What follows belongs to an exercise in optimizing a design on an open flow for small area; a production flow would make more cautious choices.
The RTL was checked by simulation tests, not by an equivalence proof against the original design.
Power and IR drop assume default switching activity.

==> flow/design.v <==
module uart_bps_1(clk, cnt_start, bps_sig, cnt_n);
  input clk;
  wire clk;
  input cnt_start;
  wire cnt_start;
  output bps_sig;
  wire bps_sig;
  output cnt_n;
  reg cnt_n;
  wire g0;
  wire g1;
  wire g10;
  wire g11;
  wire g12;
  wire g13;
  wire g14;
  wire g15;
  wire g16;
  wire g17;
  wire g18;
  wire g19;
  wire g2;
  wire g20;
  wire g21;
  wire g22;
  wire g23;
  wire g24;
  wire g25;
  wire g26;
  wire g27;
  wire g28;
  wire g29;
  wire g3;
  wire g30;
  wire g31;
  wire g32;
  wire g4;
  wire g5;
  wire g6;
  wire g7;
  wire g8;
  wire g9;
  wire [12:0] s;
  assign g4 = ~(s[8] | s[9]);
  assign g3 = s[10] | s[11];
  assign g2 = g4 & ~(g3);
  assign g1 = s[5] | s[2];
  assign g0 = cnt_n | ~(s[4]);
  assign g32 = ~(s[6] & s[3]);
  assign g18 = g32 | g0;
  assign g19 = g18 | g1;
  assign bps_sig = g2 & ~(g19);
  assign g20 = s[11] & s[9];
  assign g21 = ~(s[7] & s[10]);
  assign g22 = g20 & ~(g21);
  assign g23 = ~(s[1] & s[12]);
  assign g24 = s[6] | s[4];
  assign g25 = g24 | g1;
  assign g26 = g25 | g23;
  assign g27 = g26 | ~(g22);
  assign g28 = ~(g27 & cnt_start);
  assign g17 = s[2] & ~(g28);
  assign g16 = g28 | s[1];
  assign g15 = g28 | cnt_n;
  assign g29 = ~(s[1] ^ s[12]);
  assign g30 = ~(s[4] ^ cnt_n);
  assign g31 = g30 ^ g29;
  assign g14 = ~(g31 | g28);
  assign g13 = s[10] & ~(g28);
  assign g12 = g28 | s[9];
  assign g11 = g28 | s[8];
  assign g10 = g28 | s[7];
  assign g9 = s[6] & ~(g28);
  assign g8 = g28 | s[5];
  assign g7 = g28 | s[4];
  assign g6 = g28 | s[3];
  assign g5 = g28 | s[11];
  always @(posedge clk)
    cnt_n <= g14;
  reg g68;
  always @(posedge clk)
    g68 <= g15;
  assign s[1] = g68;
  reg g69;
  always @(posedge clk)
    g69 <= g16;
  assign s[2] = g69;
  reg g70;
  always @(posedge clk)
    g70 <= g17;
  assign s[3] = g70;
  reg g71;
  always @(posedge clk)
    g71 <= g5;
  assign s[12] = g71;
  reg g72;
  always @(posedge clk)
    g72 <= g6;
  assign s[4] = g72;
  reg g73;
  always @(posedge clk)
    g73 <= g7;
  assign s[5] = g73;
  reg g74;
  always @(posedge clk)
    g74 <= g8;
  assign s[6] = g74;
  reg g75;
  always @(posedge clk)
    g75 <= g9;
  assign s[7] = g75;
  reg g76;
  always @(posedge clk)
    g76 <= g10;
  assign s[8] = g76;
  reg g77;
  always @(posedge clk)
    g77 <= g11;
  assign s[9] = g77;
  reg g78;
  always @(posedge clk)
    g78 <= g12;
  assign s[10] = g78;
  reg g79;
  always @(posedge clk)
    g79 <= g13;
  assign s[11] = g79;
  assign s[0] = cnt_n;
endmodule
module uart_receive_1(clk, rst_n, clk_bps, data_rx, rx_int, data_tx, shift);
  input clk;
  wire clk;
  input rst_n;
  wire rst_n;
  input clk_bps;
  wire clk_bps;
  input data_rx;
  wire data_rx;
  output rx_int;
  reg rx_int;
  output [7:0] data_tx;
  reg [7:0] data_tx;
  output shift;
  wire shift;
  wire g0;
  wire g1;
  wire g10;
  wire g11;
  wire g12;
  wire g13;
  wire g14;
  wire g15;
  wire g16;
  wire g17;
  wire g18;
  wire g19;
  wire g2;
  wire g20;
  wire g21;
  wire g22;
  wire g23;
  wire g24;
  wire g25;
  wire g26;
  wire g27;
  wire g28;
  wire g29;
  wire g3;
  wire g4;
  wire g5;
  wire g6;
  wire g7;
  wire g8;
  wire g9;
  reg [3:0] num;
  reg [1:0] rx;
  assign g16 = clk_bps & ~(num[3]);
  assign g17 = num[0] & ~(g16);
  assign shift = clk_bps & ~(g17);
  assign g18 = num[1] & num[0];
  assign g19 = ~(g18 | clk_bps);
  assign g20 = num[1] & ~(g19);
  assign g21 = ~rx_int;
  assign g22 = g19 & num[2];
  assign g23 = g22 | g21;
  assign g11 = g23 | g20;
  assign g24 = num[1] & ~(clk_bps);
  assign g25 = rx_int & ~(g24);
  assign g26 = ~(clk_bps & num[0]);
  assign g10 = ~(g26 & g25);
  assign g27 = ~(g16 ^ num[0]);
  assign g9 = g25 & ~(g27);
  assign g8 = shift ? data_tx[7] : data_tx[6];
  assign g7 = shift ? data_tx[6] : data_tx[5];
  assign g6 = shift ? data_tx[5] : data_tx[4];
  assign g5 = shift ? data_rx : data_tx[7];
  assign g4 = shift ? data_tx[4] : data_tx[3];
  assign g28 = rx_int & ~(g18);
  assign g29 = rx[1] & ~(rx[0]);
  assign g3 = g29 | g28;
  assign g12 = shift ? data_tx[3] : data_tx[2];
  assign g13 = shift ? data_tx[2] : data_tx[1];
  assign g14 = shift ? data_tx[1] : data_tx[0];
  assign g0 = num[2] | ~(clk_bps);
  assign g1 = g19 & ~(num[3]);
  assign g2 = g0 & ~(g1);
  assign g15 = g2 | g21;
  always @(posedge clk)
    num[2] <= g11;
  always @(posedge clk)
    data_tx[1] <= g13;
  always @(posedge clk)
    data_tx[2] <= g12;
  always @(posedge clk, negedge rst_n)
    if (!rst_n) rx[0] <= 1'h1;
    else rx[0] <= data_rx;
  always @(posedge clk, negedge rst_n)
    if (!rst_n) rx_int <= 1'h0;
    else rx_int <= g3;
  always @(posedge clk)
    data_tx[3] <= g4;
  always @(posedge clk)
    data_tx[7] <= g5;
  always @(posedge clk)
    data_tx[4] <= g6;
  always @(posedge clk)
    data_tx[5] <= g7;
  always @(posedge clk)
    data_tx[6] <= g8;
  always @(posedge clk)
    num[0] <= g9;
  always @(posedge clk, negedge rst_n)
    if (!rst_n) rx[1] <= 1'h1;
    else rx[1] <= rx[0];
  always @(posedge clk)
    num[3] <= g15;
  always @(posedge clk)
    num[1] <= g10;
  always @(posedge clk)
    data_tx[0] <= g14;
endmodule
module surf_internet_rx(clk, rst_n, data_rx, shift, rx_int, cnt_b1, flag_en_1, addr_daohang_data, data_rx_end_internet);
  input clk;
  wire clk;
  input rst_n;
  wire rst_n;
  input [7:0] data_rx;
  wire [7:0] data_rx;
  input shift;
  wire shift;
  input rx_int;
  wire rx_int;
  input cnt_b1;
  wire cnt_b1;
  output flag_en_1;
  wire flag_en_1;
  output [7:0] addr_daohang_data;
  reg [7:0] addr_daohang_data;
  output [12:0] data_rx_end_internet;
  wire [12:0] data_rx_end_internet;
  reg [5:0] cnt_1;
  reg [6:0] count;
  reg [7:0] count_1;
  reg [3:0] d0;
  wire [3:0] d1;
  reg [3:0] direction;
  wire g0;
  wire g1;
  wire g10;
  wire g100;
  wire g101;
  wire g102;
  wire g103;
  wire g104;
  wire g105;
  wire g106;
  wire g107;
  wire g108;
  wire g109;
  wire g11;
  wire g110;
  wire g111;
  wire g112;
  wire g113;
  wire g114;
  wire g115;
  wire g116;
  wire g117;
  wire g118;
  wire g119;
  wire g12;
  wire g120;
  wire g121;
  wire g122;
  wire g123;
  wire g124;
  wire g125;
  wire g126;
  wire g127;
  wire g128;
  wire g129;
  wire g13;
  wire g130;
  wire g131;
  wire g132;
  wire g133;
  wire g134;
  wire g135;
  wire g136;
  wire g137;
  wire g138;
  wire g139;
  wire g14;
  wire g140;
  wire g141;
  wire g142;
  wire g143;
  wire g144;
  wire g145;
  wire g146;
  wire g147;
  wire g148;
  wire g149;
  wire g15;
  wire g150;
  wire g151;
  wire g152;
  wire g153;
  wire g154;
  wire g155;
  wire g156;
  wire g157;
  wire g158;
  wire g159;
  wire g16;
  wire g160;
  wire g161;
  wire g162;
  wire g163;
  wire g164;
  wire g165;
  wire g166;
  wire g167;
  wire g168;
  wire g169;
  wire g17;
  wire g170;
  wire g171;
  wire g172;
  wire g173;
  wire g174;
  wire g175;
  wire g176;
  wire g177;
  wire g178;
  wire g179;
  wire g18;
  wire g180;
  wire g181;
  wire g182;
  wire g183;
  wire g184;
  wire g185;
  wire g186;
  wire g187;
  wire g188;
  wire g189;
  wire g19;
  wire g190;
  wire g191;
  wire g192;
  wire g193;
  wire g194;
  wire g195;
  wire g196;
  wire g197;
  wire g198;
  wire g199;
  wire g2;
  wire g20;
  wire g200;
  wire g201;
  wire g202;
  wire g203;
  wire g204;
  wire g205;
  wire g206;
  wire g207;
  wire g208;
  wire g209;
  wire g21;
  wire g210;
  wire g211;
  wire g212;
  wire g213;
  wire g214;
  wire g215;
  wire g216;
  wire g217;
  wire g218;
  wire g219;
  wire g22;
  wire g220;
  wire g221;
  wire g222;
  wire g223;
  wire g224;
  wire g225;
  wire g226;
  wire g227;
  wire g228;
  wire g229;
  wire g23;
  wire g230;
  wire g231;
  wire g232;
  wire g233;
  wire g234;
  wire g235;
  wire g236;
  wire g237;
  wire g238;
  wire g239;
  wire g24;
  wire g240;
  wire g241;
  wire g242;
  wire g243;
  wire g244;
  wire g245;
  wire g246;
  wire g247;
  wire g248;
  wire g249;
  wire g25;
  wire g250;
  wire g251;
  wire g252;
  wire g253;
  wire g254;
  wire g255;
  wire g256;
  wire g257;
  wire g258;
  wire g259;
  wire g26;
  wire g260;
  wire g261;
  wire g262;
  wire g263;
  wire g264;
  wire g265;
  wire g266;
  wire g267;
  wire g268;
  wire g269;
  wire g27;
  wire g270;
  wire g271;
  wire g272;
  wire g273;
  wire g274;
  wire g275;
  wire g276;
  wire g277;
  wire g278;
  wire g279;
  wire g28;
  wire g280;
  wire g281;
  wire g282;
  wire g283;
  wire g284;
  wire g285;
  wire g286;
  wire g287;
  wire g288;
  wire g289;
  wire g29;
  wire g290;
  wire g291;
  wire g292;
  wire g293;
  wire g294;
  wire g295;
  wire g296;
  wire g297;
  wire g298;
  wire g299;
  wire g3;
  wire g30;
  wire g300;
  wire g301;
  wire g302;
  wire g303;
  wire g304;
  wire g305;
  wire g306;
  wire g307;
  wire g308;
  wire g309;
  wire g31;
  wire g310;
  wire g311;
  wire g312;
  wire g313;
  wire g314;
  wire g315;
  wire g316;
  wire g317;
  wire g318;
  wire g319;
  wire g32;
  wire g320;
  wire g321;
  wire g322;
  wire g323;
  wire g324;
  wire g325;
  wire g326;
  wire g327;
  wire g328;
  wire g329;
  wire g33;
  wire g330;
  wire g331;
  wire g332;
  wire g333;
  wire g334;
  wire g335;
  wire g336;
  wire g337;
  wire g338;
  wire g339;
  wire g34;
  wire g340;
  wire g341;
  wire g342;
  wire g343;
  wire g344;
  wire g345;
  wire g346;
  wire g347;
  wire g348;
  wire g349;
  wire g35;
  wire g350;
  wire g351;
  wire g352;
  wire g353;
  wire g354;
  wire g355;
  wire g356;
  wire g357;
  wire g358;
  wire g359;
  wire g36;
  wire g360;
  wire g361;
  wire g362;
  wire g363;
  wire g364;
  wire g365;
  wire g366;
  wire g367;
  wire g368;
  wire g369;
  wire g37;
  wire g370;
  wire g371;
  wire g372;
  wire g373;
  wire g374;
  wire g375;
  wire g376;
  wire g377;
  wire g378;
  wire g379;
  wire g38;
  wire g380;
  wire g381;
  wire g382;
  wire g383;
  wire g384;
  wire g385;
  wire g386;
  wire g387;
  wire g388;
  wire g389;
  wire g39;
  wire g390;
  wire g391;
  wire g392;
  wire g393;
  wire g394;
  wire g395;
  wire g396;
  wire g397;
  wire g398;
  wire g399;
  wire g4;
  wire g40;
  wire g400;
  wire g401;
  wire g402;
  wire g403;
  wire g404;
  wire g405;
  wire g406;
  wire g407;
  wire g408;
  wire g409;
  wire g41;
  wire g410;
  wire g411;
  wire g412;
  wire g413;
  wire g414;
  wire g415;
  wire g416;
  wire g417;
  wire g418;
  wire g419;
  wire g42;
  wire g420;
  wire g421;
  wire g422;
  wire g423;
  wire g424;
  wire g425;
  wire g426;
  wire g427;
  wire g428;
  wire g429;
  wire g43;
  wire g430;
  wire g431;
  wire g432;
  wire g433;
  wire g434;
  wire g435;
  wire g436;
  wire g437;
  wire g438;
  wire g439;
  wire g44;
  wire g440;
  wire g441;
  wire g442;
  wire g443;
  wire g444;
  wire g445;
  wire g446;
  wire g447;
  wire g448;
  wire g449;
  wire g45;
  wire g450;
  wire g451;
  wire g452;
  wire g453;
  wire g454;
  wire g455;
  wire g456;
  wire g457;
  wire g458;
  wire g459;
  wire g46;
  wire g460;
  wire g461;
  wire g462;
  wire g463;
  wire g464;
  wire g465;
  wire g466;
  wire g467;
  wire g468;
  wire g469;
  wire g47;
  wire g470;
  wire g471;
  wire g472;
  wire g473;
  wire g474;
  wire g475;
  wire g476;
  wire g477;
  wire g478;
  wire g479;
  wire g48;
  wire g480;
  wire g481;
  wire g482;
  wire g483;
  wire g484;
  wire g485;
  wire g486;
  wire g487;
  wire g488;
  wire g489;
  wire g49;
  wire g490;
  wire g491;
  wire g492;
  wire g493;
  wire g494;
  wire g495;
  wire g496;
  wire g497;
  wire g498;
  wire g499;
  wire g5;
  wire g50;
  wire g500;
  wire g501;
  wire g502;
  wire g503;
  wire g504;
  wire g505;
  wire g506;
  wire g507;
  wire g508;
  wire g509;
  wire g51;
  wire g510;
  wire g511;
  wire g512;
  wire g513;
  wire g514;
  wire g515;
  wire g516;
  wire g517;
  wire g518;
  wire g519;
  wire g52;
  wire g520;
  wire g521;
  wire g522;
  wire g523;
  wire g524;
  wire g525;
  wire g526;
  wire g527;
  wire g528;
  wire g529;
  wire g53;
  wire g530;
  wire g531;
  wire g532;
  wire g533;
  wire g54;
  wire g55;
  wire g56;
  wire g57;
  wire g58;
  wire g59;
  wire g6;
  wire g60;
  wire g61;
  wire g62;
  wire g63;
  wire g64;
  wire g65;
  wire g66;
  wire g67;
  wire g68;
  wire g69;
  wire g7;
  wire g70;
  wire g71;
  wire g72;
  wire g73;
  wire g74;
  wire g75;
  wire g76;
  wire g77;
  wire g78;
  wire g79;
  wire g8;
  wire g80;
  wire g81;
  wire g82;
  wire g83;
  wire g84;
  wire g85;
  wire g86;
  wire g87;
  wire g88;
  wire g89;
  wire g9;
  wire g90;
  wire g91;
  wire g92;
  wire g93;
  wire g94;
  wire g95;
  wire g96;
  wire g97;
  wire g98;
  wire g99;
  reg m1;
  reg m2;
  wire [3:0] n1;
  reg [3:0] n2;
  reg nege;
  reg nege1;
  reg [5:0] num;
  reg [5:0] num_1;
  reg pk1_comma;
  reg pk_comma;
  reg pk_digit;
  reg [3:0] pk_nib;
  reg [3:0] s1;
  reg [3:0] s2;
  reg timeout;
  reg timeout_1;
  reg [2:0] tmr;
  reg two;
  reg valid;
  assign g461 = g458 & ~(g460);
  assign g462 = g461 ^ data_rx[2];
  assign g463 = s2[3] & ~(g458);
  assign g464 = g463 ^ g529;
  assign g465 = g283 | ~(g287);
  assign g466 = g94 & ~(g288);
  assign g467 = g459 & ~(g466);
  assign g468 = g465 & ~(g467);
  assign g469 = g468 ^ g520;
  assign g470 = g469 | g464;
  assign g471 = g470 | g462;
  assign g472 = g457 & ~(g471);
  assign g473 = g472 & ~(g448);
  assign g349 = g473 | g441;
  assign g474 = count[6] ^ count[2];
  assign g475 = g18 & ~(g474);
  assign g476 = count[0] & ~(g16);
  assign g348 = g476 | g475;
  assign g347 = g43 ? pk_nib[3] : d0[3];
  assign g346 = g43 ? pk_nib[0] : d0[0];
  assign g477 = num_1[3] & ~(g429);
  assign g478 = num_1[2] & ~(g431);
  assign g345 = g478 | g477;
  assign g479 = cnt_1[4] & ~(g271);
  assign g480 = cnt_1[5] & ~(g268);
  assign g344 = g480 | g479;
  assign g481 = num_1[2] & ~(g429);
  assign g482 = num_1[1] & ~(g431);
  assign g343 = g482 | g481;
  assign g342 = g45 ? direction[3] : data_rx_end_internet[3];
  assign g483 = valid & ~(shift);
  assign g341 = g483 | nege;
  assign g484 = num_1[1] & ~(g429);
  assign g485 = num_1[0] & ~(g431);
  assign g340 = g485 | g484;
  assign g486 = num_1[5] & ~(g429);
  assign g487 = num_1[4] & ~(g431);
  assign g339 = g487 | g486;
  assign g488 = num_1[0] & ~(g429);
  assign g489 = num_1[2] & num_1[1];
  assign g490 = ~(num_1[4] & num_1[3]);
  assign g491 = g489 & ~(g490);
  assign g492 = num_1[0] & ~(g491);
  assign g493 = g492 ^ num_1[5];
  assign g494 = ~(g493 | g431);
  assign g338 = g494 | g488;
  assign g495 = num[3] & ~(g245);
  assign g497 = num[2] & ~(g247);
  assign g337 = g497 | g495;
  assign g498 = g443 & g289;
  assign g336 = g284 ? g498 : s2[3];
  assign g499 = num[2] & ~(g245);
  assign g500 = num[1] & ~(g247);
  assign g335 = g500 | g499;
  assign g501 = count_1[7] & ~(g40);
  assign g502 = g42 & count_1[6];
  assign g334 = g502 | g501;
  assign g503 = num[1] & ~(g245);
  assign g504 = num[0] & ~(g247);
  assign g333 = g504 | g503;
  assign g505 = num[0] & ~(g245);
  assign g506 = num[2] & num[1];
  assign g507 = ~(num[4] & num[3]);
  assign g508 = g506 & ~(g507);
  assign g509 = num[0] & ~(g508);
  assign g510 = g509 ^ num[5];
  assign g511 = ~(g510 | g247);
  assign g332 = g511 | g505;
  assign g331 = g240 ? pk_nib[3] : n1[3];
  always @(posedge clk, negedge rst_n)
    if (!rst_n) direction[2] <= 1'h0;
    else direction[2] <= g420;
  always @(posedge clk, negedge rst_n)
    if (!rst_n) n2[0] <= 1'h1;
    else n2[0] <= g421;
  always @(posedge clk, negedge rst_n)
    if (!rst_n) n2[1] <= 1'h1;
    else n2[1] <= g422;
  always @(posedge clk, negedge rst_n)
    if (!rst_n) n2[2] <= 1'h1;
    else n2[2] <= g423;
  always @(posedge clk, negedge rst_n)
    if (!rst_n) m2 <= 1'h0;
    else m2 <= g349;
  always @(posedge clk)
    count[1] <= g350;
  always @(posedge clk)
    num[3] <= g337;
  always @(posedge clk)
    count[2] <= g351;
  always @(posedge clk)
    num[0] <= g332;
  always @(posedge clk)
    count[3] <= g352;
  always @(posedge clk)
    num_1[0] <= g338;
  always @(posedge clk)
    pk_nib[3] <= g353;
  always @(posedge clk)
    count[4] <= g354;
  always @(posedge clk)
    count_1[7] <= g334;
  always @(posedge clk)
    num_1[4] <= g355;
  always @(posedge clk, negedge rst_n)
    if (!rst_n) num_1[5] <= 1'h1;
    else num_1[5] <= g339;
  always @(posedge clk, negedge rst_n)
    if (!rst_n) m1 <= 1'h0;
    else m1 <= g356;
  always @(posedge clk)
    tmr[2] <= g357;
  always @(posedge clk)
    num_1[1] <= g340;
  always @(posedge clk)
    count[6] <= g358;
  reg g1089;
  always @(posedge clk, negedge rst_n)
    if (!rst_n) g1089 <= 1'h1;
    else g1089 <= g331;
  assign n1[3] = g1089;
  always @(posedge clk)
    count[5] <= g359;
  always @(posedge clk, negedge rst_n)
    if (!rst_n) valid <= 1'h0;
    else valid <= g341;
  always @(posedge clk, negedge rst_n)
    if (!rst_n) addr_daohang_data[7] <= 1'h0;
    else addr_daohang_data[7] <= g360;
  always @(posedge clk)
    count_1[0] <= g361;
  reg g1094;
  always @(posedge clk, negedge rst_n)
    if (!rst_n) g1094 <= 1'h0;
    else g1094 <= g342;
  assign data_rx_end_internet[3] = g1094;
  always @(posedge clk)
    count_1[1] <= g362;
  always @(posedge clk)
    num_1[2] <= g343;
  always @(posedge clk)
    count_1[2] <= g363;
  always @(posedge clk)
    num[2] <= g335;
  always @(posedge clk)
    count_1[3] <= g364;
  always @(posedge clk, negedge rst_n)
    if (!rst_n) cnt_1[5] <= 1'h0;
    else cnt_1[5] <= g344;
  always @(posedge clk)
    count_1[4] <= g365;
  always @(posedge clk)
    num_1[3] <= g345;
  always @(posedge clk)
    count_1[5] <= g366;
  always @(posedge clk)
    num[1] <= g333;
  always @(posedge clk)
    count_1[6] <= g367;
  always @(posedge clk, negedge rst_n)
    if (!rst_n) d0[0] <= 1'h0;
    else d0[0] <= g346;
  always @(posedge clk, negedge rst_n)
    if (!rst_n) d0[1] <= 1'h0;
    else d0[1] <= g368;
  always @(posedge clk, negedge rst_n)
    if (!rst_n) d0[2] <= 1'h0;
    else d0[2] <= g369;
  reg g1109;
  always @(posedge clk, negedge rst_n)
    if (!rst_n) g1109 <= 1'h0;
    else g1109 <= g370;
  assign data_rx_end_internet[0] = g1109;
  always @(posedge clk, negedge rst_n)
    if (!rst_n) pk1_comma <= 1'h0;
    else pk1_comma <= g371;
  reg g1111;
  always @(posedge clk, negedge rst_n)
    if (!rst_n) g1111 <= 1'h0;
    else g1111 <= g372;
  assign data_rx_end_internet[1] = g1111;
  reg g1112;
  always @(posedge clk, negedge rst_n)
    if (!rst_n) g1112 <= 1'h0;
    else g1112 <= g373;
  assign data_rx_end_internet[2] = g1112;
  reg g1113;
  always @(posedge clk, negedge rst_n)
    if (!rst_n) g1113 <= 1'h0;
    else g1113 <= g374;
  assign d1[0] = g1113;
  always @(posedge clk, negedge rst_n)
    if (!rst_n) pk_digit <= 1'h0;
    else pk_digit <= g375;
  always @(posedge clk)
    num[4] <= g376;
  always @(posedge clk, negedge rst_n)
    if (!rst_n) d0[3] <= 1'h0;
    else d0[3] <= g347;
  reg g1117;
  always @(posedge clk, negedge rst_n)
    if (!rst_n) g1117 <= 1'h0;
    else g1117 <= g377;
  assign data_rx_end_internet[5] = g1117;
  reg g1118;
  always @(posedge clk, negedge rst_n)
    if (!rst_n) g1118 <= 1'h0;
    else g1118 <= g378;
  assign data_rx_end_internet[6] = g1118;
  reg g1119;
  always @(posedge clk, negedge rst_n)
    if (!rst_n) g1119 <= 1'h0;
    else g1119 <= g379;
  assign data_rx_end_internet[7] = g1119;
  reg g1120;
  always @(posedge clk, negedge rst_n)
    if (!rst_n) g1120 <= 1'h0;
    else g1120 <= g380;
  assign data_rx_end_internet[8] = g1120;
  reg g1121;
  always @(posedge clk, negedge rst_n)
    if (!rst_n) g1121 <= 1'h0;
    else g1121 <= g381;
  assign data_rx_end_internet[9] = g1121;
  reg g1122;
  always @(posedge clk, negedge rst_n)
    if (!rst_n) g1122 <= 1'h0;
    else g1122 <= g382;
  assign data_rx_end_internet[10] = g1122;
  reg g1123;
  always @(posedge clk, negedge rst_n)
    if (!rst_n) g1123 <= 1'h0;
    else g1123 <= g383;
  assign data_rx_end_internet[11] = g1123;
  always @(posedge clk, negedge rst_n)
    if (!rst_n) s1[0] <= 1'h0;
    else s1[0] <= g384;
  always @(posedge clk, negedge rst_n)
    if (!rst_n) n2[3] <= 1'h1;
    else n2[3] <= g385;
  always @(posedge clk, negedge rst_n)
    if (!rst_n) s1[1] <= 1'h0;
    else s1[1] <= g386;
  always @(posedge clk, negedge rst_n)
    if (!rst_n) s1[2] <= 1'h0;
    else s1[2] <= g387;
  always @(posedge clk, negedge rst_n)
    if (!rst_n) timeout <= 1'h0;
    else timeout <= g388;
  always @(posedge clk, negedge rst_n)
    if (!rst_n) timeout_1 <= 1'h0;
    else timeout_1 <= g389;
  reg g1130;
  always @(posedge clk, negedge rst_n)
    if (!rst_n) g1130 <= 1'h0;
    else g1130 <= g390;
  assign data_rx_end_internet[12] = g1130;
  always @(posedge clk, negedge rst_n)
    if (!rst_n) pk_comma <= 1'h0;
    else pk_comma <= g391;
  always @(posedge clk, negedge rst_n)
    if (!rst_n) s1[3] <= 1'h0;
    else s1[3] <= g392;
  always @(posedge clk, negedge rst_n)
    if (!rst_n) addr_daohang_data[0] <= 1'h0;
    else addr_daohang_data[0] <= g393;
  always @(posedge clk, negedge rst_n)
    if (!rst_n) addr_daohang_data[1] <= 1'h0;
    else addr_daohang_data[1] <= g394;
  always @(posedge clk, negedge rst_n)
    if (!rst_n) addr_daohang_data[2] <= 1'h0;
    else addr_daohang_data[2] <= g395;
  always @(posedge clk, negedge rst_n)
    if (!rst_n) addr_daohang_data[3] <= 1'h0;
    else addr_daohang_data[3] <= g396;
  always @(posedge clk, negedge rst_n)
    if (!rst_n) addr_daohang_data[4] <= 1'h0;
    else addr_daohang_data[4] <= g397;
  always @(posedge clk, negedge rst_n)
    if (!rst_n) addr_daohang_data[5] <= 1'h0;
    else addr_daohang_data[5] <= g398;
  always @(posedge clk, negedge rst_n)
    if (!rst_n) addr_daohang_data[6] <= 1'h0;
    else addr_daohang_data[6] <= g399;
  always @(posedge clk)
    tmr[0] <= g400;
  always @(posedge clk)
    count[0] <= g348;
  always @(posedge clk)
    tmr[1] <= g401;
  always @(posedge clk, negedge rst_n)
    if (!rst_n) nege <= 1'h0;
    else nege <= g496;
  always @(posedge clk, negedge rst_n)
    if (!rst_n) s2[3] <= 1'h0;
    else s2[3] <= g336;
  always @(posedge clk)
    two <= g413;
  always @(posedge clk)
    pk_nib[0] <= g402;
  always @(posedge clk)
    pk_nib[1] <= g403;
  always @(posedge clk)
    pk_nib[2] <= g404;
  reg g1149;
  always @(posedge clk, negedge rst_n)
    if (!rst_n) g1149 <= 1'h1;
    else g1149 <= g405;
  assign n1[1] = g1149;
  reg g1150;
  always @(posedge clk, negedge rst_n)
    if (!rst_n) g1150 <= 1'h0;
    else g1150 <= g406;
  assign d1[2] = g1150;
  always @(posedge clk, negedge rst_n)
    if (!rst_n) cnt_1[0] <= 1'h0;
    else cnt_1[0] <= g407;
  always @(posedge clk, negedge rst_n)
    if (!rst_n) num[5] <= 1'h1;
    else num[5] <= g408;
  always @(posedge clk)
    nege1 <= nege;
  always @(posedge clk, negedge rst_n)
    if (!rst_n) cnt_1[1] <= 1'h0;
    else cnt_1[1] <= g409;
  always @(posedge clk, negedge rst_n)
    if (!rst_n) direction[3] <= 1'h0;
    else direction[3] <= g410;
  always @(posedge clk, negedge rst_n)
    if (!rst_n) cnt_1[2] <= 1'h0;
    else cnt_1[2] <= g411;
  always @(posedge clk, negedge rst_n)
    if (!rst_n) cnt_1[3] <= 1'h0;
    else cnt_1[3] <= g412;
  always @(posedge clk, negedge rst_n)
    if (!rst_n) cnt_1[4] <= 1'h0;
    else cnt_1[4] <= g414;
  always @(posedge clk, negedge rst_n)
    if (!rst_n) s2[0] <= 1'h0;
    else s2[0] <= g415;
  always @(posedge clk, negedge rst_n)
    if (!rst_n) s2[1] <= 1'h0;
    else s2[1] <= g416;
  always @(posedge clk, negedge rst_n)
    if (!rst_n) s2[2] <= 1'h0;
    else s2[2] <= g417;
  always @(posedge clk, negedge rst_n)
    if (!rst_n) direction[0] <= 1'h0;
    else direction[0] <= g418;
  always @(posedge clk, negedge rst_n)
    if (!rst_n) direction[1] <= 1'h0;
    else direction[1] <= g419;
  assign g330 = cnt_1[1] & cnt_1[0];
  assign g329 = ~(g330 & cnt_1[2]);
  assign flag_en_1 = cnt_1[5] & ~(g329);
  assign g328 = ~num[3];
  assign g327 = num[4] | num[5];
  assign g326 = g328 & ~(g327);
  assign g325 = num[0] & ~(num[1]);
  assign g324 = g325 & num[2];
  assign g323 = ~(g324 & g326);
  assign g413 = pk_comma & ~(g323);
  assign g496 = cnt_b1 & ~(rx_int);
  assign g322 = ~(count[6] & count[2]);
  assign g321 = ~(count[5] & count[3]);
  assign g320 = ~(nege1 & pk_digit);
  assign g319 = g320 | g321;
  assign g318 = g319 | g322;
  assign g317 = num[0] | ~(num[1]);
  assign g316 = g317 | num[2];
  assign g315 = g316 | g318;
  assign g314 = g327 | g328;
  assign g313 = ~(g314 | g315);
  assign g423 = g313 ? pk_nib[2] : n2[2];
  assign g422 = g313 ? pk_nib[1] : n2[1];
  assign g421 = g313 ? pk_nib[0] : n2[0];
  assign g312 = nege & ~(count_1[5]);
  assign g311 = count_1[7] | ~(pk_digit);
  assign g310 = g312 & ~(g311);
  assign g309 = ~(count_1[2] & count_1[6]);
  assign g308 = ~(count_1[1] | count_1[0]);
  assign g307 = ~(count_1[4] | count_1[3]);
  assign g306 = ~(g307 & g308);
  assign g305 = g306 | g309;
  assign g304 = g310 & ~(g305);
  assign g303 = direction[2] & ~(g304);
  assign g302 = num_1[1] | ~(num_1[0]);
  assign g301 = g302 | ~(pk_nib[2]);
  assign g300 = num_1[4] | num_1[3];
  assign g299 = g300 | num_1[5];
  assign g298 = g299 | num_1[2];
  assign g297 = g304 & ~(g298);
  assign g296 = g297 & ~(g301);
  assign g420 = g296 | g303;
  assign g295 = direction[1] & ~(g304);
  assign g294 = g302 | ~(pk_nib[1]);
  assign g293 = g297 & ~(g294);
  assign g419 = g293 | g295;
  assign g292 = direction[0] & ~(g304);
  assign g291 = g302 | ~(pk_nib[0]);
  assign g290 = g297 & ~(g291);
  assign g418 = g290 | g292;
  assign g289 = m2 & nege;
  assign g288 = s2[1] & s2[0];
  assign g287 = ~(g288 | s2[2]);
  assign g286 = s2[3] & ~(g287);
  assign g285 = ~(g286 | g289);
  assign g284 = s2[2] & s2[0];
  assign g283 = ~(s2[3] | s2[1]);
  assign g282 = g283 | ~(g284);
  assign g281 = g282 & ~(g287);
  assign g417 = g285 ? s2[2] : g281;
  assign g280 = s2[0] & ~(g285);
  assign g279 = s2[1] & ~(g280);
  assign g278 = s2[1] | ~(s2[0]);
  assign g277 = s2[3] & s2[2];
  assign g276 = ~(g277 | g278);
  assign g275 = g276 & ~(g285);
  assign g416 = g275 | g279;
  assign g415 = ~(g285 ^ s2[0]);
  assign g274 = num_1[0] | ~(num_1[1]);
  assign g273 = ~(g274 | g298);
  assign g272 = cnt_1[3] & ~(g329);
  assign g271 = g272 | ~(g273);
  assign g270 = g302 | ~(num_1[2]);
  assign g269 = ~(g270 | g299);
  assign g268 = g269 | ~(g271);
  assign g267 = cnt_1[4] & ~(g268);
  assign g266 = cnt_1[3] & ~(g271);
  assign g414 = g266 | g267;
  assign g265 = g273 | cnt_1[3];
  assign g264 = g273 & ~(cnt_1[2]);
  assign g263 = g264 | g269;
  assign g412 = g265 & ~(g263);
  assign g262 = cnt_1[2] & ~(g268);
  assign g261 = cnt_1[1] & ~(g271);
  assign g411 = g261 | g262;
  assign g260 = direction[3] & ~(g304);
  assign g259 = g302 | ~(pk_nib[3]);
  assign g258 = g297 & ~(g259);
  assign g410 = g258 | g260;
  assign g257 = cnt_1[1] & ~(g268);
  assign g256 = cnt_1[0] & ~(g271);
  assign g409 = g256 | g257;
  assign g255 = s1[2] & s1[3];
  assign g254 = s1[1] | s1[0];
  assign g253 = g255 & ~(g254);
  assign g252 = ~(g253 | nege);
  assign g251 = timeout & ~(g252);
  assign g250 = s1[1] & s1[0];
  assign g249 = s1[2] | ~(s1[3]);
  assign g248 = g250 & ~(g249);
  assign g247 = g248 | ~(g251);
  assign g246 = num[4] & ~(g247);
  assign g245 = g248 | g251;
  assign g244 = num[5] & ~(g245);
  assign g408 = g244 | g246;
  assign g243 = ~cnt_1[0];
  assign g242 = ~(g271 | cnt_1[5]);
  assign g241 = cnt_1[0] & ~(g269);
  assign g407 = g242 ? g243 : g241;
  assign g240 = ~(g318 | g323);
  assign g406 = g240 ? pk_nib[2] : d1[2];
  assign g405 = g240 ? pk_nib[1] : n1[1];
  assign g239 = timeout & valid;
  assign g404 = g239 ? data_rx[2] : pk_nib[2];
  assign g403 = g239 ? data_rx[1] : pk_nib[1];
  assign g402 = g239 ? data_rx[0] : pk_nib[0];
  assign g238 = ~(n1[1] ^ pk_nib[1]);
  assign g237 = d1[2] ^ pk_nib[2];
  assign g236 = g238 & ~(g237);
  assign g235 = d1[0] ^ pk_nib[0];
  assign g234 = pk_nib[3] ^ n1[3];
  assign g233 = g234 | g235;
  assign g232 = g236 & ~(g233);
  assign g231 = g232 | ~(g240);
  assign g230 = ~(tmr[1] ^ tmr[0]);
  assign g401 = g231 & ~(g230);
  assign g229 = tmr[1] | tmr[2];
  assign g228 = g229 & ~(tmr[0]);
  assign g400 = g228 | ~(g231);
  assign g227 = flag_en_1 & addr_daohang_data[0];
  assign g226 = g227 & addr_daohang_data[1];
  assign g225 = g226 & addr_daohang_data[2];
  assign g224 = g225 & addr_daohang_data[3];
  assign g223 = g224 & addr_daohang_data[4];
  assign g222 = g223 & addr_daohang_data[5];
  assign g399 = g222 ^ addr_daohang_data[6];
  assign g398 = g223 ^ addr_daohang_data[5];
  assign g397 = g224 ^ addr_daohang_data[4];
  assign g396 = g225 ^ addr_daohang_data[3];
  assign g395 = g226 ^ addr_daohang_data[2];
  assign g394 = g227 ^ addr_daohang_data[1];
  assign g393 = flag_en_1 ^ addr_daohang_data[0];
  assign g221 = g254 & ~(g250);
  assign g220 = g221 | ~(g255);
  assign g219 = ~(m1 & nege);
  assign g218 = ~(s1[2] | s1[1]);
  assign g217 = s1[3] & ~(g218);
  assign g216 = g219 & ~(g217);
  assign g215 = g250 & ~(g216);
  assign g214 = ~(g215 & s1[2]);
  assign g213 = g214 & ~(s1[3]);
  assign g392 = g220 & ~(g213);
  assign g212 = data_rx[3] & data_rx[2];
  assign g211 = data_rx[4] | ~(data_rx[5]);
  assign g210 = g212 & ~(g211);
  assign g209 = data_rx[7] | data_rx[6];
  assign g208 = data_rx[1] | data_rx[0];
  assign g207 = g208 | g209;
  assign g206 = g210 & ~(g207);
  assign g391 = g239 ? g206 : pk_comma;
  assign g205 = n1[3] & ~(n1[1]);
  assign g204 = d0[2] ^ d0[0];
  assign g203 = d1[2] & d0[1];
  assign g202 = n1[1] & ~(n1[3]);
  assign g201 = g202 & d0[0];
  assign g200 = ~(d1[2] | d0[1]);
  assign g199 = g201 & ~(g200);
  assign g198 = ~(g199 | g203);
  assign g197 = g204 & ~(g198);
  assign g196 = g198 & ~(g204);
  assign g195 = ~(g196 | g197);
  assign g194 = g195 ^ g205;
  assign g193 = ~g194;
  assign g192 = d0[2] & d0[0];
  assign g191 = d0[3] ^ d0[1];
  assign g190 = g191 ^ g192;
  assign g189 = ~(g197 | g205);
  assign g188 = ~(g189 | g196);
  assign g187 = g188 & g190;
  assign g186 = d0[3] & d0[1];
  assign g185 = ~(g186 ^ d0[2]);
  assign g184 = g191 & g192;
  assign g183 = ~(g185 | g184);
  assign g182 = g187 ? g185 : g183;
  assign g181 = g182 & ~(g193);
  assign g180 = ~(g203 | g200);
  assign g179 = ~(g180 ^ g201);
  assign g178 = g188 ^ g190;
  assign g177 = g178 & ~(g179);
  assign g176 = ~(g178 ^ g179);
  assign g175 = g202 ^ d0[0];
  assign g174 = d1[0] & ~(g179);
  assign g173 = ~(g174 & g175);
  assign g172 = ~g175;
  assign g171 = g172 & ~(g174);
  assign g170 = g194 & ~(g171);
  assign g169 = g173 & ~(g170);
  assign g168 = g176 & ~(g169);
  assign g167 = ~(g168 | g177);
  assign g166 = g193 & ~(g182);
  assign g165 = ~(g166 | g167);
  assign g164 = ~(g165 | g181);
  assign g163 = g183 & ~(g187);
  assign g162 = d0[2] & ~(g163);
  assign g161 = ~(g162 ^ d0[3]);
  assign g160 = g178 & ~(g161);
  assign g159 = g178 | ~(g161);
  assign g158 = g159 & ~(g160);
  assign g157 = ~(g158 ^ g164);
  assign g156 = ~two;
  assign g155 = g173 & ~(g171);
  assign g154 = g155 ^ g194;
  assign g153 = n2[1] & d1[0];
  assign g152 = ~(g153 | n2[2]);
  assign g151 = ~(g153 & n2[2]);
  assign g150 = g151 & ~(g175);
  assign g149 = ~(g150 | g152);
  assign g148 = g149 & n2[3];
  assign g147 = g149 | n2[3];
  assign g146 = ~d1[0];
  assign g145 = g179 ^ g146;
  assign g144 = g145 & g147;
  assign g143 = g144 | g148;
  assign g142 = g143 & g154;
  assign g141 = ~(g169 ^ g176);
  assign g140 = g141 & g142;
  assign g139 = ~(g181 | g166);
  assign g138 = g139 ^ g167;
  assign g137 = g138 & ~(g140);
  assign g136 = g156 & ~(g137);
  assign g135 = g140 & ~(g138);
  assign g134 = g136 & ~(g135);
  assign g133 = g134 & g157;
  assign g132 = g147 & ~(g148);
  assign g131 = g132 ^ g145;
  assign g130 = two ? g194 : g131;
  assign g129 = g151 & ~(g152);
  assign g128 = g129 ^ g172;
  assign g127 = two ? g179 : g128;
  assign g126 = g127 & ~(g130);
  assign g125 = g143 ^ g154;
  assign g124 = two ? g178 : g125;
  assign g123 = g124 | ~(g126);
  assign g122 = g141 ^ g142;
  assign g121 = two ? g182 : g122;
  assign g120 = ~(g121 & g123);
  assign g119 = g120 | ~(g133);
  assign g118 = g164 & ~(g160);
  assign g117 = g118 | ~(g159);
  assign g116 = g117 ^ g182;
  assign g115 = g156 & ~(g116);
  assign g114 = ~tmr[2];
  assign g113 = tmr[1] & tmr[0];
  assign g112 = g113 & ~(g114);
  assign g111 = g112 | g323;
  assign g110 = g111 | g115;
  assign g109 = g119 & ~(g110);
  assign g108 = ~(g135 ^ g157);
  assign g107 = g108 | two;
  assign g106 = n2[1] ^ d1[0];
  assign g105 = two ? g175 : g106;
  assign g104 = g126 & ~(g105);
  assign g103 = g124 & ~(g104);
  assign g102 = g103 | g121;
  assign g101 = two & ~(g161);
  assign g100 = g101 | g134;
  assign g99 = g100 | g102;
  assign g98 = g107 & ~(g99);
  assign g97 = g109 & ~(g98);
  assign g96 = data_rx_end_internet[12] & ~(g97);
  assign g95 = g109 & ~(g107);
  assign g390 = g95 | g96;
  assign g94 = s2[1] | s2[0];
  assign g93 = g277 & ~(g94);
  assign g92 = count_1[4] & count_1[3];
  assign g91 = g92 & g308;
  assign g90 = timeout_1 & ~(g91);
  assign g389 = g90 | g93;
  assign g89 = count[1] & count[0];
  assign g88 = ~(count[4] & count[5]);
  assign g87 = g89 & ~(g88);
  assign g86 = timeout & ~(g87);
  assign g388 = g86 | g248;
  assign g85 = ~g253;
  assign g84 = ~s1[2];
  assign g83 = g215 ^ g84;
  assign g387 = g85 & ~(g83);
  assign g82 = s1[0] & ~(g216);
  assign g386 = g82 ^ s1[1];
  assign g385 = g313 ? pk_nib[3] : n2[3];
  assign g81 = g216 ^ s1[0];
  assign g384 = g85 & ~(g81);
  assign g383 = g97 ? g100 : data_rx_end_internet[11];
  assign g80 = two ? d1[0] : n2[0];
  assign g79 = g80 & g105;
  assign g78 = g127 & ~(g79);
  assign g77 = g130 & ~(g78);
  assign g76 = ~(g77 & g124);
  assign g75 = g133 & ~(g76);
  assign g74 = g75 ^ g121;
  assign g382 = g97 ? g74 : data_rx_end_internet[10];
  assign g73 = data_rx_end_internet[9] & ~(g97);
  assign g72 = g80 | g105;
  assign g71 = g127 & ~(g72);
  assign g70 = g130 & ~(g71);
  assign g69 = ~(g70 | g124);
  assign g68 = g69 & ~(g121);
  assign g67 = g68 | ~(g133);
  assign g66 = ~(g67 | g78);
  assign g65 = g66 & g130;
  assign g64 = g65 | g124;
  assign g63 = g75 | ~(g97);
  assign g62 = g64 & ~(g63);
  assign g381 = g62 | g73;
  assign g61 = g66 ^ g130;
  assign g380 = g97 ? g61 : data_rx_end_internet[8];
  assign g60 = g67 | g79;
  assign g59 = g60 ^ g127;
  assign g379 = g97 ? g59 : data_rx_end_internet[7];
  assign g58 = g80 & ~(g67);
  assign g57 = g58 ^ g105;
  assign g378 = g97 ? g57 : data_rx_end_internet[6];
  assign g56 = ~(g67 ^ g80);
  assign g377 = g97 ? g56 : data_rx_end_internet[5];
  assign g55 = num[4] & ~(g245);
  assign g54 = num[3] & ~(g247);
  assign g376 = g54 | g55;
  assign g53 = pk_digit & ~(g239);
  assign g52 = data_rx[2] | data_rx[1];
  assign g51 = ~(g52 & data_rx[3]);
  assign g50 = ~(data_rx[5] & valid);
  assign g49 = ~(data_rx[4] & timeout);
  assign g48 = g49 | g209;
  assign g47 = g48 | g50;
  assign g46 = g51 & ~(g47);
  assign g375 = g46 | g53;
  assign g374 = g240 ? pk_nib[0] : d1[0];
  assign g45 = g273 & ~(g97);
  assign g373 = g45 ? direction[2] : data_rx_end_internet[2];
  assign g372 = g45 ? direction[1] : data_rx_end_internet[1];
  assign g44 = ~(timeout_1 & valid);
  assign g371 = g44 ? pk1_comma : g206;
  assign g370 = g45 ? direction[0] : data_rx_end_internet[0];
  assign g43 = g326 & ~(g315);
  assign g369 = g43 ? pk_nib[2] : d0[2];
  assign g368 = g43 ? pk_nib[1] : d0[1];
  assign g42 = nege & pk1_comma;
  assign g41 = count_1[5] | ~(g42);
  assign g40 = g42 | g93;
  assign g39 = ~(g40 | count_1[6]);
  assign g367 = g41 & ~(g39);
  assign g38 = count_1[5] & ~(g40);
  assign g37 = g42 & count_1[4];
  assign g366 = g37 | g38;
  assign g36 = count_1[4] & ~(g40);
  assign g35 = g42 & count_1[3];
  assign g365 = g35 | g36;
  assign g34 = count_1[3] & ~(g40);
  assign g33 = g42 & count_1[2];
  assign g364 = g33 | g34;
  assign g32 = g40 | count_1[2];
  assign g31 = g42 & ~(count_1[1]);
  assign g363 = g32 & ~(g31);
  assign g30 = count_1[1] & ~(g40);
  assign g29 = g42 & count_1[0];
  assign g362 = g29 | g30;
  assign g28 = count_1[0] & ~(g40);
  assign g27 = ~(count_1[5] & count_1[1]);
  assign g26 = g27 | g309;
  assign g25 = g92 & ~(g26);
  assign g24 = count_1[0] ^ count_1[6];
  assign g23 = g24 | g25;
  assign g22 = count_1[7] ^ count_1[1];
  assign g21 = g22 ^ g23;
  assign g20 = g42 & ~(g21);
  assign g361 = g20 | g28;
  assign g19 = g222 & addr_daohang_data[6];
  assign g360 = g19 ^ addr_daohang_data[7];
  assign g18 = pk_comma & nege;
  assign g17 = count[4] | ~(g18);
  assign g16 = g18 | g248;
  assign g15 = ~(g16 | count[5]);
  assign g359 = g17 & ~(g15);
  assign g14 = g16 | count[6];
  assign g13 = g18 & ~(count[5]);
  assign g358 = g14 & ~(g13);
  assign g12 = g113 ^ g114;
  assign g357 = g231 & ~(g12);
  assign g11 = m1 & ~(valid);
  assign g10 = g221 | s1[2];
  assign g9 = s1[0] & ~(s1[1]);
  assign g8 = g9 & ~(g84);
  assign g7 = g8 | s1[3];
  assign g6 = g7 | ~(g10);
  assign g5 = g6 ^ data_rx[0];
  assign g4 = s1[3] & ~(g9);
  assign g3 = ~(s1[3] | s1[1]);
  assign g2 = g3 | s1[2];
  assign g1 = ~(g2 | g4);
  assign g0 = g1 & ~(data_rx[4]);
  assign g533 = s1[3] | s1[0];
  assign g532 = g218 ^ data_rx[2];
  assign g531 = g532 ^ g533;
  assign g530 = g531 | g0;
  assign g529 = ~data_rx[6];
  assign g528 = ~(g249 | s1[1]);
  assign g527 = g529 & ~(g528);
  assign g526 = g9 & ~(g255);
  assign g525 = g526 ^ data_rx[3];
  assign g524 = g525 | g527;
  assign g523 = g528 & ~(g529);
  assign g522 = g523 | g524;
  assign g521 = g522 | g530;
  assign g520 = ~data_rx[1];
  assign g519 = g218 | s1[3];
  assign g518 = g519 | ~(g221);
  assign g517 = g518 & ~(g528);
  assign g516 = g517 ^ g520;
  assign g515 = data_rx[4] & ~(g1);
  assign g514 = g50 | data_rx[7];
  assign g513 = g514 | g515;
  assign g512 = g513 | g516;
  assign g424 = g512 | g521;
  assign g425 = g5 & ~(g424);
  assign g356 = g425 | g11;
  assign g426 = g277 & ~(g278);
  assign g427 = g426 | nege;
  assign g428 = ~(g427 & timeout_1);
  assign g429 = g93 | ~(g428);
  assign g430 = num_1[4] & ~(g429);
  assign g431 = g428 | g93;
  assign g432 = num_1[3] & ~(g431);
  assign g355 = g432 | g430;
  assign g433 = count[4] & ~(g16);
  assign g434 = g18 & count[3];
  assign g354 = g434 | g433;
  assign g353 = g239 ? data_rx[3] : pk_nib[3];
  assign g435 = g16 | count[3];
  assign g436 = g18 & ~(count[2]);
  assign g352 = g435 & ~(g436);
  assign g437 = g16 | count[2];
  assign g438 = g18 & ~(count[1]);
  assign g351 = g437 & ~(g438);
  assign g439 = count[1] & ~(g16);
  assign g440 = g18 & count[0];
  assign g350 = g440 | g439;
  assign g441 = m2 & ~(valid);
  assign g442 = ~(s2[2] | s2[0]);
  assign g443 = s2[1] & ~(s2[3]);
  assign g444 = g443 | g442;
  assign g445 = ~(s2[3] | s2[2]);
  assign g446 = g445 ^ data_rx[3];
  assign g447 = g446 ^ g444;
  assign g448 = g447 | g514;
  assign g449 = g278 | ~(s2[2]);
  assign g450 = g442 | s2[3];
  assign g451 = g449 & ~(g450);
  assign g452 = g451 ^ data_rx[0];
  assign g453 = ~(g442 & s2[1]);
  assign g454 = ~(g449 | s2[3]);
  assign g455 = g454 | ~(g453);
  assign g456 = g455 ^ data_rx[4];
  assign g457 = ~(g456 | g452);
  assign g458 = ~(g94 & g287);
  assign g459 = s2[2] & ~(s2[3]);
  assign g460 = g459 & ~(s2[0]);
  assign { n1[2], n1[0] } = { d1[2], d1[0] };
  assign data_rx_end_internet[4] = 1'h1;
endmodule
module top_rx_surf(
	input 			clk,
	input 			rst_n,
	input 			data_rx,
	output			flag_en_1,
	output [7:0]	addr_daohang_data,
	output [12:0]	data_rx_end_internet
    );
	wire	[7:0]	data_tx;
	wire			rx_int, clk_bps, cnt_b1, shift;
surf_internet_rx u_surf_internet_rx (
    .clk(clk),
    .rst_n(rst_n),
    .data_rx(data_tx),
    .shift(shift),
    .rx_int(rx_int),
    .cnt_b1(cnt_b1),
	.flag_en_1(flag_en_1),
	.addr_daohang_data(addr_daohang_data),
    .data_rx_end_internet(data_rx_end_internet)
    );
uart_bps_1 u_uart_bps_1 (
    .clk(clk),
    .cnt_start(rx_int),
    .bps_sig(clk_bps),
    .cnt_n(cnt_b1)
    );
uart_receive_1 u_uart_receive_1 (
    .clk(clk),
    .rst_n(rst_n),
    .clk_bps(clk_bps),
    .data_rx(data_rx),
    .rx_int(rx_int),
    .data_tx(data_tx),
    .shift(shift)
    );
endmodule
==> flow/flow/run.sh <==
#!/bin/bash
# Layout flow: the standard flow (standard.sh: ORFS with the standard
# synthesis), with two changes to how the layout is made:
#  - the port buffers are the smallest buffer (buf_1) instead of the cell
#    buffer_ports picks by itself;
#  - clock tree synthesis inserts no dummy loads.
# Each tool's output is in the ORFS logs; make's output goes to flow.log.
set -euo pipefail
cd "$(dirname "$0")/.."
bash standard.sh \
  BUFFER_PORTS_ARGS="-buffer_cell sky130_fd_sc_hd__buf_1" \
  CTS_ARGS="-sink_clustering_enable -repair_clock_nets -sink_clustering_size 40 -sink_clustering_max_diameter 200 -buf_list sky130_fd_sc_hd__clkbuf_8 -dont_use_dummy_load" \
  finish > flow.log 2>&1
==> flow/standard.sh <==
#!/bin/bash
# synth_recipe.tcl (not shown) runs the flow's synth.tcl, then flattens the netlist and writes it again
# the make line also repeats each setting of config.mk as NAME=value (left out here)
make -C /OpenROAD-flow-scripts/flow DESIGN_CONFIG=/design/flow/config.mk WORK_HOME=/design/flow/orfs CLKGATE_MAP_FILE= SYNTH_SCRIPT=/design/flow/synth_recipe.tcl "${@:-finish}"
==> flow/config.mk <==
export PLATFORM = sky130hd
export DESIGN_NAME = top_rx_surf
export DESIGN_NICKNAME = top_rx_surf
export VERILOG_FILES = /design/flow/design.v
export SDC_FILE = /design/flow/constraint.sdc
export NUM_CORES = 4
export LEC_CHECK = 0
export CAP_MARGIN = 20
export CORE_MARGIN = 2
export CORE_UTILIZATION = 40
export CTS_BUF_LIST = sky130_fd_sc_hd__clkbuf_4
export CTS_CLUSTER_DIAMETER = 100
export CTS_CLUSTER_SIZE = 30
export SLEW_MARGIN = 20
==> flow/constraint.sdc <==
create_clock -name core_clock -period 10.0 [get_ports {clk}]
set_input_delay 2.0000 -clock core_clock [delete_from_list [all_inputs] [get_ports {clk}]]
set_output_delay 2.0000 -clock core_clock [all_outputs]
set_load 0.01 [all_outputs]
==> results of run 1 <==
report_power, final:
| part | internal, W | total (W) | switching, W | leakage [nW] |
|---|---|---|---|---|
| clock network | 0.000149 | 0.000308 | 0.000159 | 0.122 |
| logic | 0.0000297 | 0.0000553 | 0.0000255 | 1.38 |
| registers | 0.000535 | 0.000553 | 0.0000183 | 1.34 |
| total | 0.000713 | 0.000916 | 0.000202 | 2.84 |
stage by stage:
stage	instance area [µm²]	instances	util
4_1_cts	6470	786	0.430
2_1_floorplan	6080	587	-
3_5_place_dp	6240	769	0.415
5_1_grt	6470	786	0.430
6_report	6470	786	0.430
3_3_place_gp	6240	769	0.415
cell usage in the layout (no fill, tap or decap), types with 11 or more instances in the layout:
cell type,count
mux2_2,15
ha_1,33
xnor2_1,13
a22o_1,12
o21ai_0,50
dfxtp_1,47
nand3_1,18
buf_1,22
nand2_1,59
a21oi_1,16
dfrtp_1,54
nand2b_1,13
inv_1,37
edfxtp_1,12
xor2_1,11
clkbuf_8,17
nor2_1,30
how the worst max path moves through the flow:
stage                             startpoint                        to  slack [ns]  cells past startpoint
finish              u_surf_internet_rx.g1089  u_surf_internet_rx.g1112        4.86                     18
global route        u_surf_internet_rx.g1089  u_surf_internet_rx.g1112        4.50                     18
CTS                 u_surf_internet_rx.g1089  u_surf_internet_rx.g1112        4.88                     18
detailed placement  u_surf_internet_rx.g1089  u_surf_internet_rx.g1112        4.88                     18
global placement    u_surf_internet_rx.g1089  u_surf_internet_rx.g1111        5.01                     18
floorplan           u_surf_internet_rx.g1089  u_surf_internet_rx.g1094        5.51                     18
layout make-up:
type | count | area [µm²]
sequential | 123 | 2920
tap | 188 | 235
fill | 1436 | 8560
multi-input combinational | 397 | 2850
timing repair buffer | 24 | 95.1
inverter | 37 | 139
clock buffer | 17 | 234
cell usage after synthesis, types with 10 or more instances:
library cell,n,share of area
xor2_1,11,0.016
dfxtp_1,47,0.15
o21ai_0,50,0.041
clkbuf_1,15,0.0093
buf_4,13,0.016
nand2_1,59,0.036
edfxtp_1,12,0.059
mux2_2,15,0.028
nand2b_1,13,0.013
a22o_1,12,0.017
nand3_1,18,0.015
inv_1,37,0.023
nor3_1,10,0.0082
dfstp_2,10,0.043
xnor2_1,13,0.019
dfrtp_1,54,0.22
a21oi_1,16,0.013
ha_1,33,0.068
nor2_1,30,0.019
state kept, by name (all words and copies together), names as in the netlist, 2 cells and up:
signal,flops
u_surf_internet_rx.addr_daohang_data,8
u_uart_receive_1.data_tx,8
u_surf_internet_rx.d0,4
u_surf_internet_rx.cnt_1,6
u_uart_receive_1.num,4
u_surf_internet_rx.count,7
u_surf_internet_rx.count_1,8
u_surf_internet_rx.num_1,6
u_surf_internet_rx.pk_nib,4
u_surf_internet_rx.direction,4
u_surf_internet_rx.tmr,3
u_surf_internet_rx.s2,4
u_surf_internet_rx.num,6
u_uart_receive_1.rx,2
u_surf_internet_rx.n2,4
u_surf_internet_rx.s1,4
routing by layer:
| layer | wire [µm] | share of wire | GRT usage |
|---|---|---|---|
| met5 | 0 | 0 | 0 |
| met3 | 409 | 0.037 | 0.0436 |
| met1 | 5250 | 0.48 | 0.184 |
| met4 | 148 | 0.014 | 0.0485 |
| met2 | 5140 | 0.47 | 0.232 |
worst max-delay path, stage by stage, from the launching register on:
cell and delay, ns:
dfstp_2 0.55, nor2b_1 0.05, ha_1 0.17, inv_1 0.06, fa_1 0.16, inv_1 0.05
fa_1 0.60, inv_1 0.09, fa_1 0.45, fa_1 0.42, inv_1 0.09, fa_1 0.19
fa_1 0.46, a21boi_0 0.16, nor4_1 0.27, o32ai_1 0.15, o211ai_2 0.47, nor2b_4 0.33
mux2_4 0.32
cells by family after synthesis:
group           count (synthesis)  share of synthesized area
simple gates                  185                      0.157
xor+xnor                       24                     0.0346
mux                            28                     0.0549
buf+inv                        67                     0.0518
other cells                     1                   0.000617
compound gates                118                      0.127
fa+ha+maj                      41                     0.0942
flops                         123                      0.479
==> results by group, run 1 <==
Outcome
  – Status: finished clean

Global routing
  – Gr ovfl total: 0
  – Vias in the first global route: between 3000 and 4000
  – Total GRT Usage: 0.143
  – First-pass GRT wire length: between 15000 and 20000 µm
  – Largest net degree at the start of global routing: 34
  – Initial antenna violation count: 0

STA
  – RSZ-0062 raised after global routing: no
  – Slew Viols, Final: 0
  – Final setup margin: just under 5 ns
  – Fin Setup TNS: 0 ns
  – FMAX: around 190 MHz
  – Tightest Pin Transition: 0.744 ns
  – Final period utilization: 0.514
  – Slew HR: 0.499
  – Final Hold Viols: 0
  – Setup violations, final: 0
  – Period minus WS final: between 5 and 6 ns
  – Clock Skew: roughly 0.021 ns
  – WHS: about 0.37 ns

Setup path
  – Worst r2r src: u_surf_internet_rx.g1089
  – Worst R2R Path Depth: 18
  – Worst-path fanout max: 11
  – Startpoint types: register
  – CP endpoint kind: register
  – R2R setup slack: roughly 4.9 ns
  – Critical path required time: 10.30 ns
  – Critical path class: register to register
  – Critical R2R Capture: u_surf_internet_rx.g1112
  – Worst endpoint data arrival time: 5.44 ns

Die
  – Core Footprint: between 0.015 and 0.02 mm²
  – Die X: around 130 µm
  – Die Span Y: 127 µm
  – Die ar.: roughly 0.016 mm²
  – Initial Util: 0.405
  – Ports: 25
  – Row cnt: 45

Clocking
  – CTS Sinks: ~120
  – TritonCTS buffer count: 17
  – CTS clock-pin slew for the worst setup and hold paths: around 0.07 ns
  – # hold bufs at CTS: 0
  – Post-CTS Setup Bufs: 0
  – CTS root buf: clkbuf_8
  – CTS Buffer Depth: 2
  – H-tree depth: 4
  – CTS tree: yes
  – Worst skew pair latency: ~0.42 ns
  – CTS-repair resized insts: 0

Synth
  – Yosys warnings: 3
  – Seq/Total Area, Yosys: 0.479
  – Syn_area_per_cell: between 10 and 15 µm²
  – Synth Net Count: roughly 630
  – Main synth FF type: dfrtp_1
  – Share of async-settable or async-resettable flops after synthesis: 0.520
  – #FFs+latches synth: 123
  – Netlist cell types: 62
  – Mapped Cells: a little under 600
  – Post-synthesis instance area: between 0.006 and 0.007 mm²
  – Post-synth EDFFs: 12

Cells and area
  – Synth-to-Final Area Change: 6.38%
  – # diodes: 0
  – NumNets Final: approximately 640
  – Ratio of cells with drive above 1 in the final layout: 0.112

Detailed routing
  – Via Count: between 4000 and 5000
  – Post-DRT Antenna Nets: 0
  – Residual DRC count: 0
  – Routed wire length: around 11000 µm
  – First-pass DRT Iterations: 4
  – Detailed-route wire length per cell: between 10 and 15 µm
  – Avg Vias per Cell: around 5.2
  – Initial DRC count: ~220

Worst hold path
  – Endpoint, Worst Hold: u_uart_receive_1.rx[1]
  – Hold Path Depth: 0
  – Worst Hold Class: register to register
  – Hold path startpoint: u_uart_receive_1.rx[0]

Pwr
  – Leakage Power: about 2.8 nW
  – PD cells: ~140 mW/mm²
  – VDD IR-drop max: ~0.11 mV
  – Final Power: 0.000916 W

Placed design
  – Placer Congestion: 0.819
  – IO buf count: 23
  – Detailed Place HPWL: 8020 µm
  – Place WS: 4.88 ns

Run
  – Max-cap violations: 0
==> inputs of run 2 (changes only) <==
--- a/flow/flow/run.sh
+++ b/flow/flow/run.sh
@@ -9,5 +9,5 @@
 cd "$(dirname "$0")/.."
 bash standard.sh \
   BUFFER_PORTS_ARGS="-buffer_cell sky130_fd_sc_hd__buf_1" \
-  CTS_ARGS="-sink_clustering_enable -repair_clock_nets -sink_clustering_size 40 -sink_clustering_max_diameter 200 -buf_list sky130_fd_sc_hd__clkbuf_8 -dont_use_dummy_load" \
+  CTS_ARGS="-sink_clustering_enable -repair_clock_nets -sink_clustering_size 12 -sink_clustering_max_diameter 60 -buf_list sky130_fd_sc_hd__clkbuf_4 -dont_use_dummy_load" \
   finish > flow.log 2>&1
==> results by group, run 2 <==
Detailed routing
  – WL met3: 411 µm (was 409 µm)
  – Post-DRT Antenna Nets: 0 (unchanged)
  – Via Count: 4111 (was 4092)
  – DR WL met2: 5180 µm (was 5140 µm)
  – Avg Vias per Cell: 5.23 (was 5.21)
  – Metal-1 WL: 5300 µm (was 5250 µm)
  – Initial DRC count: 237 (was 218)
  – Top layer used by detailed routing: met4 (unchanged)
  – Detailed-route wire length per cell: 14.0 µm (was 13.9 µm)
  – First-pass DRT Iterations: 4 (unchanged)
  – Routed wire length: 11000 µm (was 10900 µm)
  – Residual DRC count: 0 (unchanged)

Synth
  – Share of async-settable or async-resettable flops after synthesis: 0.520 (unchanged)
  – Main synth FF type: dfrtp_1 (unchanged)
  – Area contributors post-synth: dfrtp_1 22%, dfxtp_1 15%, ha_1 6.8%, edfxtp_1 5.9%, dfstp_2 4.3% (unchanged)
  – Mux cell area share after synthesis: 0.0549 (unchanged)
  – Count leader, synth: nand2_1 (unchanged)
  – Synth top cells by count: 59 x nand2_1, 54 x dfrtp_1, 50 x o21ai_0 (unchanged)
  – Syn_area_per_cell: 10.4 µm² (unchanged)
  – Post-synth EDFFs: 12 (unchanged)
  – Seq/Total Area, Yosys: 0.479 (unchanged)
  – Largest family of logic cells by synthesized area: simple AND/OR/NAND/NOR gates (unchanged)
  – Simple-gate share of the synthesized area: 0.157 (unchanged)
  – Largest area contributor in the netlist: dfrtp_1 (unchanged)
  – Netlist cell types: 62 (unchanged)
  – Yosys top cell area share: 0.222 (unchanged)
  – #FFs+latches synth: 123 (unchanged)
  – Synth Area in Adders: 0.0942 (unchanged)
  – Compound-Gate Fraction of Synth Area: 0.127 (unchanged)

Setup path
  – Critical R2R Capture: u_surf_internet_rx.g1112 (unchanged)
  – Critical path's top delay family: adder cells (unchanged)
  – Critical path required time: 10.39 ns (was 10.30 ns)
  – CP endpoint kind: register (unchanged)
  – Slowest stage delay, CP: 0.60 ns (about the same)
  – Crit. Startpoint: u_surf_internet_rx.g1089 (unchanged)
  – Worst R2R Path Depth: 18 (unchanged)
  – Startpoint types: register (unchanged)
  – Critical path class: register to register (unchanged)
  – CP Cell Sequence: nor2b_1 -> ha_1 -> inv_1 -> fa_1 -> inv_1 -> fa_1 -> inv_1 -> fa_1 -> fa_1 -> inv_1 -> fa_1 -> fa_1 -> a21boi_0 -> nor4_1 -> o32ai_1 -> o211ai_2 -> nor2b_4 -> mux2_4 (unchanged)
  – Critical Path Sink: u_surf_internet_rx.g1112 (unchanged)
  – R2R setup slack: 4.86 ns (about the same)
  – Buf/Inv on CP: 4 (unchanged)
  – Most frequent cell on the critical path: fa_1 (unchanged)
  – Worst path slowest cell: fa_1 (unchanged)

Global routing
  – Vias in the first global route: 3916 (was 3930)
  – Gr ovfl total: 0 (unchanged)
  – Initial antenna violation count: 0 (unchanged)
  – Largest net degree at the start of global routing: 34 (unchanged)
  – First-pass GRT wire length: 18800 µm (about the same)
  – Total GRT Usage: 0.144 (was 0.143)

Cells and area
  – Commonest non-fill, non-tap cell in the layout: nand2_1 (unchanged)
  – Commonest cells after routing, fill and taps aside: 59 x nand2_1, 54 x dfrtp_1, 50 x o21ai_0 (unchanged)
  – Area of the multi-input gates: 0.00285 mm² (unchanged)
  – Flip-flop and latch area: 0.00292 mm² (unchanged)
  – NumNets Final: 644 (unchanged)
  – Biggest regs: u_surf_internet_rx.addr_daohang_data (8), u_surf_internet_rx.count_1 (8), u_uart_receive_1.data_tx (8) (unchanged)
  – Ratio of cells with drive above 1 in the final layout: 0.112 (unchanged)
  – Finished layout cell area: 0.00636 mm² (was 0.00647 mm²)
  – # diodes: 0 (unchanged)
  – Fill count: 1450 (was 1436)

STA
  – Clock Skew: 0.0335 ns (was 0.0215 ns)
  – Slew HR: 0.510 (was 0.499)
  – Setup violations, final: 0 (unchanged)
  – RSZ-0062 raised after global routing: no (unchanged)
  – Final period utilization: 0.514 (about the same)
  – Final Hold Viols: 0 (unchanged)
  – Period minus WS final: 5.14 ns (about the same)
  – FMAX: 194 MHz (was 195 MHz)
  – Slew Viols, Final: 0 (unchanged)
  – Tightest Pin Transition: 0.727 ns (was 0.744 ns)
  – Fin Setup TNS: 0 ns (unchanged)

Placed design
  – IO buf count: 23 (unchanged)
  – Detailed Place HPWL: 8020 µm (unchanged)
  – Post-DP Area: 0.00624 mm² (unchanged)
  – Placer Congestion: 0.819 (unchanged)

Run
  – Max-cap violations: 0 (unchanged)

Clocking
  – TritonCTS buffer count: 17 (unchanged)
  – CTS Sinks: 123 (unchanged)
  – # hold bufs at CTS: 0 (unchanged)
  – CTS root buf: clkbuf_4 (was clkbuf_8)
  – CTS tree: yes (unchanged)
  – CTS clock-pin slew for the worst setup and hold paths: 0.10 ns (was 0.07 ns)
  – Worst skew pair latency: 0.51 ns (was 0.42 ns)
  – H-tree depth: 4 (unchanged)

Pwr
  – Register share of total power: 0.661 (was 0.604)
  – Sw Ratio: 0.233 (was 0.221)
  – PD cells: 131 mW/mm² (was 142 mW/mm²)
  – Comb pwr share: 0.066 (was 0.060)
  – Internal: 0.000641 W (was 0.000713 W)
  – Switching power: 0.000194 W (was 0.000202 W)
  – Power share of the clock group: 0.273 (was 0.336)
  – VDD IR-drop max: 0.0908 mV (was 0.109 mV)
  – Leakage Power: 2.80 nW (was 2.84 nW)

Die
  – Die X: 127 µm (unchanged)
  – Initial Util: 0.405 (unchanged)
  – Core Footprint: 0.0150 mm² (unchanged)
  – Die Span Y: 127 µm (unchanged)
  – Row cnt: 45 (unchanged)
  – Ports: 25 (unchanged)
  – Die ar.: 0.0162 mm² (unchanged)

Worst hold path
  – Worst Hold Class: register to register (unchanged)

Outcome
  – Status: finished clean (unchanged)
[run 2: cell counts after synthesis]
Identical to the previous run, type by type.
[run 2: worst min-delay path by stage]
stage                             end  depth (start not counted)                   start  slack [ns]
6_report       u_uart_receive_1.rx[1]                          0  u_uart_receive_1.rx[0]        0.37
2_1_floorplan  u_uart_receive_1.rx[1]                          0  u_uart_receive_1.rx[0]        0.35
4_1_cts        u_uart_receive_1.rx[1]                          0  u_uart_receive_1.rx[0]        0.37
3_5_place_dp   u_uart_receive_1.rx[1]                          0  u_uart_receive_1.rx[0]        0.36
5_1_grt        u_uart_receive_1.rx[1]                          0  u_uart_receive_1.rx[0]        0.38
3_3_place_gp   u_uart_receive_1.rx[1]                          0  u_uart_receive_1.rx[0]        0.36
[run 2: final cells by class]
cell class              count  area share
clock buffers              17      0.0201
inverters                  37      0.0218
flip-flops and latches    123       0.458
multi-input cells         397       0.448
well taps                 188      0.0370
repair buffers             24      0.0149
[run 2: worst reg2reg max path, cell delays in order, from the launching register on]
cell	delay (ns)
dfstp_2	0.56
nor2b_1	0.05
ha_1	0.17
inv_1	0.06
fa_1	0.16
inv_1	0.05
fa_1	0.60
inv_1	0.09
fa_1	0.45
fa_1	0.42
inv_1	0.09
fa_1	0.20
fa_1	0.46
a21boi_0	0.17
nor4_1	0.27
o32ai_1	0.15
o211ai_2	0.47
nor2b_4	0.33
mux2_4	0.32
[run 2: routing by layer]
metal | vias to the layer above | global-route usage
met3 | 11 | 0.0436
met1 | 1970 | 0.185
li1 | 2057 | -
met4 | 0 | 0.0452
met5 | - | 0
met2 | 73 | 0.234
[run 2: cell families after synthesis]
| family | count (synthesis) |
|---|---|
| AND/OR/NAND/NOR | 185 |
| flip-flops | 123 |
| AO/OA/AOI/OAI | 118 |
| buffers and inverters | 67 |
| adder cells (fa/ha/maj) | 41 |
| multiplexers | 28 |
| XOR/XNOR | 24 |
| other | 1 |
[run 2: stage by stage]
stage                     total power, W  hold WS (ns)  setup WS (ns)   util  cells
after global placement          0.000617         0.358           5.01  0.415    769
after detailed placement        0.000619         0.358           4.88  0.415    769
after floorplan                 0.000601         0.352           5.51      -    587
final                           0.000835         0.371           4.86  0.423    786
after global routing            0.000884         0.379           4.51  0.423    786
after CTS                       0.000851         0.375           4.88  0.423    786
[run 2: power groups by stage]
stage	clock, W	sequential, W	combinational, W
after global routing	0.000264	0.000556	0.0000639
final	0.000228	0.000552	0.0000553
after CTS	0.000241	0.000552	0.0000573
after floorplan	0	0.000556	0.0000442
after global placement	0	0.000562	0.0000548
after detailed placement	0	0.000562	0.0000570

Check on run 2: ideal ports give 4.857 ns setup slack; a clkbuf_16 on the clock port and buf_2 on the inputs give 4.857 ns; moving port delays by the midpoint clock arrival (0.526 ns) as well gives 4.857 ns.
